What follows belongs to an exercise in optimizing a design on an open flow for small area; a production flow would make more cautious choices.
In this exercise RTL edits were held to simulation tests only and were not proved equivalent to the original.
Power figures rest on the tool's default switching activity, not on a simulated workload.

==> module clock_divider, before the edit <==
module clock_divider(
    input clk,
    input rst_n,
    input upd,
    output note_nf,     
    output note_0,      
    output noise_nf,    
    output [4:0] sp     
    );
    localparam integer P_NOTE = 125000;
    localparam integer P_NOISE = 61025;
    localparam [6:0] NOTE_FR = P_NOTE / 1024 - 1;
    localparam [6:0] NOTE_PH = (P_NOTE % 1024) / 8;
    localparam [5:0] NOISE_FR = P_NOISE / 1024 - 1;
    localparam [9:0] NOISE_PH = P_NOISE % 1024;
    localparam [5:0] NOISE_FR0 = (P_NOISE - 1022) / 1024;
    localparam [9:0] NOISE_PH0 = (P_NOISE - 1022) % 1024;
    reg [6:0] fc;
    reg [6:0] fp;
    assign note_nf = fc == 7'd0;
    assign note_0 = note_nf & (fp == 7'd0);
    wire ld = upd & note_nf;
    function [6:0] inv128;
        input [6:0] x;
        integer i;
        begin
            inv128 = 7'd0;
            for (i = 0; i < 128; i = i + 1)
                if (((x * i) % 128) == 1)
                    inv128 = i;
        end
    endfunction
    localparam [6:0] NOTE_INV = inv128(NOTE_PH);
    assign sp = fp[4:0] * NOTE_INV[4:0] - 5'd1;
    wire [7:0] fp_sum = fp + (ld ? NOTE_PH : 7'd0);
    always @(posedge clk) begin
        if (~rst_n) begin
            fc <= NOTE_FR;
            fp <= NOTE_PH;
        end else begin
            fc <= ld ? NOTE_FR + fp_sum[7] : fc - upd;
            fp <= fp_sum[6:0];
        end
    end
    reg [5:0] nc;
    reg [9:0] np;
    assign noise_nf = nc == 6'd0;
    wire nld = upd & noise_nf;
    wire [10:0] np_sum = np + (nld ? NOISE_PH : 10'd0);
    always @(posedge clk) begin
        if (~rst_n) begin
            nc <= NOISE_FR0;
            np <= NOISE_PH0;
        end else begin
            nc <= nld ? NOISE_FR + np_sum[10] : nc - upd;
            np <= np_sum[9:0];
        end
    end
endmodule
==> module noise_gen, before the edit <==
module noise_gen(
    input clk,
    input rst_n,
    input upd,
    input tick,
    output reg [7:0] lfsr
    );
    always @(posedge clk) begin
        if (~rst_n)
            lfsr <= 8'd27;
        else if (upd & tick)
            lfsr <= {lfsr[6:0], lfsr[3] ^ lfsr[7]};
    end
endmodule
==> module synth_top, before the edit <==
module synth_top(
    input clk,
    input rst,
    input btnL,
    input [15:0] sw,
    output [3:0] led,
    output pmod_1,   
    output pmod_2,   
    output pmod_4    
    );
    assign led = sw[3:0];
    assign pmod_2 = 1'b1;
    assign pmod_4 = 1'b1;
    wire rst_n;
    button br(clk, rst, rst_n);
    reg [9:0] ph;
    always @(posedge clk) ph <= rst_n ? ph + 10'd1 : 10'd0;
    wire upd = ph == 10'd1022;    
    wire ph0 = ph == 10'd0;       
    wire ns_win;
    debounce dn(clk, rst_n, upd, btnL, ns_win);
    wire note_nf, note_0, noise_nf;
    wire [4:0] sp;
    clock_divider cd(clk, rst_n, upd, note_nf, note_0, noise_nf, sp);
    wire p1s, p2s;
    pulse1_gen pwg1(clk, rst_n, upd, note_nf, note_0, sp[1:0], p1s);
    pulse2_gen pwg2(clk, rst_n, upd, note_nf, sp, p2s);
    wire [6:0] env;
    AD_envelope_gen noise_ad(clk, rst_n, upd, ns_win, env);
    wire [7:0] lfsr;
    noise_gen ng(clk, rst_n, upd, noise_nf, lfsr);
    wire [7:0] tri_v;
    wire [7:0] noise_q;
    wire noise_c;
    triangle_wave_gen twg(clk, rst_n, upd, ph0, ph, note_nf, note_0, sp[1], sp[0],
                          lfsr, env, tri_v, noise_q, noise_c);
    wire [7:0] duty;
    wire nz;
    mixer mx(clk, rst_n, upd, sw[3:0], sp, p1s, p2s, tri_v, noise_q, noise_c, duty, nz);
    PWM_gen audio_out(clk, rst_n, ph0, ph[7:0], duty, nz, pmod_1);
endmodule
Settings: LEC_CHECK=0, ABC_AREA=1, CAP_MARGIN=20, CORE_MARGIN=2, CORE_UTILIZATION=60, SLEW_MARGIN=20; clock period 100.0 ns.
standard.sh (not shown) runs the stock make flow with config.mk's settings and CLKGATE_MAP_FILE= SYNTH_SCRIPT=/design/flow/synth_recipe.tcl, a recipe that flattens the netlist after the stock synthesis.
==> flow/flow/run.sh <==
#!/bin/bash
# Layout flow: the standard synthesis; then the combinational logic of
# its netlist is re-mapped by ABC with area-oriented scripts (every register
# instance is kept as it is: same name, same cell) and the smallest result
# is kept; then the standard layout steps from floorplan to finish.
# Clock tree synthesis uses clkbuf_8 buffers and no dummy loads; ports are
# buffered with buf_1.
set -uo pipefail
HERE=$(pwd)
R=$HERE/orfs/results/sky130hd/synth_top/base
LIB=$FLOW_HOME/platforms/sky130hd/lib/sky130_fd_sc_hd__tt_025C_1v80.lib
YOSYS=$FLOW_HOME/../tools/install/yosys/bin/yosys
[ -x "$YOSYS" ] || YOSYS=yosys

export CTS_ARGS="-sink_clustering_enable -repair_clock_nets -buf_list sky130_fd_sc_hd__clkbuf_8 -dont_use_dummy_load"
export BUFFER_PORTS_ARGS="-buffer_cell sky130_fd_sc_hd__buf_1"

bash standard.sh synth > 1_standard_synth.log 2>&1 || exit 1
cp $R/1_2_yosys.v standard_1_2_yosys.v
grep -o '^ *sky130_fd_sc_hd__e\?dfxtp_1 [^ ]*' standard_1_2_yosys.v | sed 's/^ *//' | sort > regs_standard.txt

# remap N SCRIPT: writes remap_N.v and its area to remap_N.area
remap() {
    cat > remap_$1.ys <<EOY
read_liberty -ignore_miss_func $LIB
read_verilog $HERE/standard_1_2_yosys.v
hierarchy -top synth_top
setattr -mod -set keep_hierarchy 1 sky130_fd_sc_hd__dfxtp_1 sky130_fd_sc_hd__edfxtp_1 sky130_fd_sc_hd__conb_1
flatten
opt_clean
abc -liberty $LIB -dont_use sky130_fd_sc_hd__lpflow_bleeder_1 -dont_use sky130_fd_sc_hd__lpflow_clkbufkapwr_1 -dont_use sky130_fd_sc_hd__lpflow_clkbufkapwr_16 -dont_use sky130_fd_sc_hd__lpflow_clkbufkapwr_2 -dont_use sky130_fd_sc_hd__lpflow_clkbufkapwr_4 -dont_use sky130_fd_sc_hd__lpflow_clkbufkapwr_8 -dont_use sky130_fd_sc_hd__lpflow_clkinvkapwr_1 -dont_use sky130_fd_sc_hd__lpflow_clkinvkapwr_16 -dont_use sky130_fd_sc_hd__lpflow_clkinvkapwr_2 -dont_use sky130_fd_sc_hd__lpflow_clkinvkapwr_4 -dont_use sky130_fd_sc_hd__lpflow_clkinvkapwr_8 -dont_use sky130_fd_sc_hd__lpflow_decapkapwr_12 -dont_use sky130_fd_sc_hd__lpflow_decapkapwr_3 -dont_use sky130_fd_sc_hd__lpflow_decapkapwr_4 -dont_use sky130_fd_sc_hd__lpflow_decapkapwr_6 -dont_use sky130_fd_sc_hd__lpflow_decapkapwr_8 -dont_use sky130_fd_sc_hd__lpflow_inputiso0n_1 -dont_use sky130_fd_sc_hd__lpflow_inputiso0p_1 -dont_use sky130_fd_sc_hd__lpflow_inputiso1n_1 -dont_use sky130_fd_sc_hd__lpflow_inputiso1p_1 -dont_use sky130_fd_sc_hd__lpflow_inputisolatch_1 -dont_use sky130_fd_sc_hd__lpflow_isobufsrc_1 -dont_use sky130_fd_sc_hd__lpflow_isobufsrc_16 -dont_use sky130_fd_sc_hd__lpflow_isobufsrc_2 -dont_use sky130_fd_sc_hd__lpflow_isobufsrc_4 -dont_use sky130_fd_sc_hd__lpflow_isobufsrc_8 -dont_use sky130_fd_sc_hd__lpflow_isobufsrckapwr_16 -dont_use sky130_fd_sc_hd__lpflow_lsbuf_lh_hl_isowell_tap_1 -dont_use sky130_fd_sc_hd__lpflow_lsbuf_lh_hl_isowell_tap_2 -dont_use sky130_fd_sc_hd__lpflow_lsbuf_lh_hl_isowell_tap_4 -dont_use sky130_fd_sc_hd__lpflow_lsbuf_lh_isowell_4 -dont_use sky130_fd_sc_hd__lpflow_lsbuf_lh_isowell_tap_1 -dont_use sky130_fd_sc_hd__lpflow_lsbuf_lh_isowell_tap_2 -dont_use sky130_fd_sc_hd__lpflow_lsbuf_lh_isowell_tap_4 -dont_use sky130_fd_sc_hd__probe_p_8 -dont_use sky130_fd_sc_hd__probec_p_8  -script "$2"
opt_clean -purge
hilomap -singleton -hicell sky130_fd_sc_hd__conb_1 HI -locell sky130_fd_sc_hd__conb_1 LO
insbuf -buf sky130_fd_sc_hd__buf_4 A X
splitnets
opt_clean -purge
tee -o $HERE/remap_$1.stat stat -liberty $LIB
select synth_top
write_verilog -noattr -nohex -nodec -selected $HERE/remap_$1.v
EOY
    rm -f remap_$1.area
    if timeout 1200 "$YOSYS" -l 1_remap_$1_yosys.log -s remap_$1.ys > /dev/null 2>&1; then
        grep -o '^ *sky130_fd_sc_hd__e\?dfxtp_1 [^ ]*' remap_$1.v | sed 's/^ *//' | sort > regs_remap_$1.txt
        if [ -s regs_standard.txt ] && cmp -s regs_standard.txt regs_remap_$1.txt; then
            grep "Chip area" remap_$1.stat | tail -1 | awk '{print $NF}' > remap_$1.area
        fi
    fi
}

remap 0 "+&get -n;&st;&dc2;&dc2;&dch -f;&nf -a -R 1000;&put"
remap 1 "+&get -n;&st;&deepsyn -T 240;&put;dch -f;amap -m" &
remap 2 "+&get -n;&st;&deepsyn -T 240 -S 3;&put;dch -f;amap -m" &
remap 3 "+&get -n;&st;&deepsyn -T 240 -S 7;&put;dch -f;amap -m" &
remap 4 "+&get -n;&st;&deepsyn -T 240 -S 11;&put;dch -f;amap -m" &
wait

best=""
for n in 0 1 2 3 4; do
    if [ -s remap_$n.area ]; then
        a=$(cat remap_$n.area)
        echo "remap $n: $a" >> remap_result.txt
        if [ -z "$best" ] || awk -v a="$a" -v b="$(cat remap_$best.area)" 'BEGIN{exit !(a < b)}'; then best=$n; fi
    else
        echo "remap $n: rejected" >> remap_result.txt
    fi
done
if [ -n "$best" ]; then
    echo "using remap $best" >> remap_result.txt
    cp remap_$best.v $R/1_2_yosys.v
    rm -f $R/1_synth.odb $R/1_synth.sdc
else
    echo "using the standard netlist" >> remap_result.txt
fi

bash standard.sh > 2_standard_layout.log 2>&1
Change:
--- a/flow/design.v
+++ b/flow/design.v
@@ -27,11 +27,12 @@
     input rst_n,
     input upd,
     output note_nf,     
     output note_0,      
     output noise_nf,    
-    output [4:0] sp     
+    output [4:0] sp,    
+    output reg [7:0] lfsr    
     );
     localparam integer P_NOTE = 125000;
     localparam integer P_NOISE = 61025;
     localparam [6:0] NOTE_FR = P_NOTE / 1024 - 1;
     localparam [6:0] NOTE_PH = (P_NOTE % 1024) / 8;
@@ -66,22 +67,45 @@
             fp <= fp_sum[6:0];
         end
     end
     reg [5:0] nc;
     reg [9:0] np;
+    reg [1:0] m3;
     assign noise_nf = nc == 6'd0;
     wire nld = upd & noise_nf;
     wire [10:0] np_sum = np + (nld ? NOISE_PH : 10'd0);
     always @(posedge clk) begin
         if (~rst_n) begin
             nc <= NOISE_FR0;
             np <= NOISE_PH0;
+            m3 <= 2'd1;
         end else begin
             nc <= nld ? NOISE_FR + np_sum[10] : nc - upd;
             np <= np_sum[9:0];
+            if (nld)
+                m3 <= (m3 == 2'd2) ? 2'd0 : m3 + 2'd1;
         end
     end
+    localparam [1:0] NOISE_OFF = NOISE_PH0 - NOISE_PH;
+    localparam [1:0] NOISE_INV = NOISE_PH[1] ? 2'd3 : 2'd1;    
+    wire [1:0] m4 = (np[1:0] - NOISE_OFF) * NOISE_INV;
+    always @(*)
+        case ({m3, m4})
+            {2'd1, 2'd1}: lfsr = 8'd27;     
+            {2'd2, 2'd2}: lfsr = 8'd55;     
+            {2'd0, 2'd3}: lfsr = 8'd110;    
+            {2'd1, 2'd0}: lfsr = 8'd221;    
+            {2'd2, 2'd1}: lfsr = 8'd186;    
+            {2'd0, 2'd2}: lfsr = 8'd116;    
+            {2'd1, 2'd3}: lfsr = 8'd232;    
+            {2'd2, 2'd0}: lfsr = 8'd208;    
+            {2'd0, 2'd1}: lfsr = 8'd161;    
+            {2'd1, 2'd2}: lfsr = 8'd67;     
+            {2'd2, 2'd3}: lfsr = 8'd134;    
+            {2'd0, 2'd0}: lfsr = 8'd13;     
+            default: lfsr = 8'd13;
+        endcase
 endmodule
 `timescale 1ns / 1ps
 module pulse1_gen(
     input clk,
     input rst_n,
@@ -309,24 +333,10 @@
             q <= (qstep & s & ~q_nz) ? 7'd13 : qadd(q, qstep, s);
         end
     end
 endmodule
 `timescale 1ns / 1ps
-module noise_gen(
-    input clk,
-    input rst_n,
-    input upd,
-    input tick,
-    output reg [7:0] lfsr
-    );
-    always @(posedge clk) begin
-        if (~rst_n)
-            lfsr <= 8'd27;
-        else if (upd & tick)
-            lfsr <= {lfsr[6:0], lfsr[3] ^ lfsr[7]};
-    end
-endmodule
 `timescale 1ns / 1ps
 module mixer(
     input clk,
     input rst_n,
     input upd,
@@ -425,18 +435,17 @@
     wire ph0 = ph == 10'd0;       
     wire ns_win;
     debounce dn(clk, rst_n, upd, btnL, ns_win);
     wire note_nf, note_0, noise_nf;
     wire [4:0] sp;
-    clock_divider cd(clk, rst_n, upd, note_nf, note_0, noise_nf, sp);
+    wire [7:0] lfsr;
+    clock_divider cd(clk, rst_n, upd, note_nf, note_0, noise_nf, sp, lfsr);
     wire p1s, p2s;
     pulse1_gen pwg1(clk, rst_n, upd, note_nf, note_0, sp[1:0], p1s);
     pulse2_gen pwg2(clk, rst_n, upd, note_nf, sp, p2s);
     wire [6:0] env;
     AD_envelope_gen noise_ad(clk, rst_n, upd, ns_win, env);
-    wire [7:0] lfsr;
-    noise_gen ng(clk, rst_n, upd, noise_nf, lfsr);
     wire [7:0] tri_v;
     wire [7:0] noise_q;
     wire noise_c;
     triangle_wave_gen twg(clk, rst_n, upd, ph0, ph, note_nf, note_0, sp[1], sp[0],
                           lfsr, env, tri_v, noise_q, noise_c);
Design area is lower slightly.
Clock power goes down by a few percent.
Global-route usage decreases by 1.6 points.
Maximum frequency barely changes.
Core utilization fell by 0.40 points.
Synthesized area goes down slightly.
First-iteration DRC count came out lower by roughly a tenth.
Wire length went down by a little under a tenth.
Non-clock buffer count does not change.
Synthesized cell count is higher by a few percent.
Die area fell slightly.
Via count decreases by a few percent.

-- re-timing with driven ports --
The flow's constraints put no driver on any port. The routed layouts listed below were extracted and timed again, unchanged, in two steps.
Step 1 sets driving cells, clkbuf_16 on the clock port and buf_2 on the other inputs (assumed; they add their load-dependent delay and slew).
Step 2, shift: input delay + t, output delay - t, t = (earliest + latest rising clock arrival at the registers) / 2. This alone moves slack from input paths to output paths.
a / b / c = ideal ports / drivers / drivers and shift; a / b = the first two.
run | t, ns | slack for setup (ns) | worst data-port slew with drivers (ns)
the first run | 0.476 | 59.716 / 59.692 / 59.692 | 0.03
the second run | 0.484 | 59.695 / 59.673 / 59.673 | 0.03
After both steps setup and hold are still met in every run listed. For the first run, which loses most, drivers alone change the setup slack by -0.024 ns; drivers and shift together by -0.024 ns.
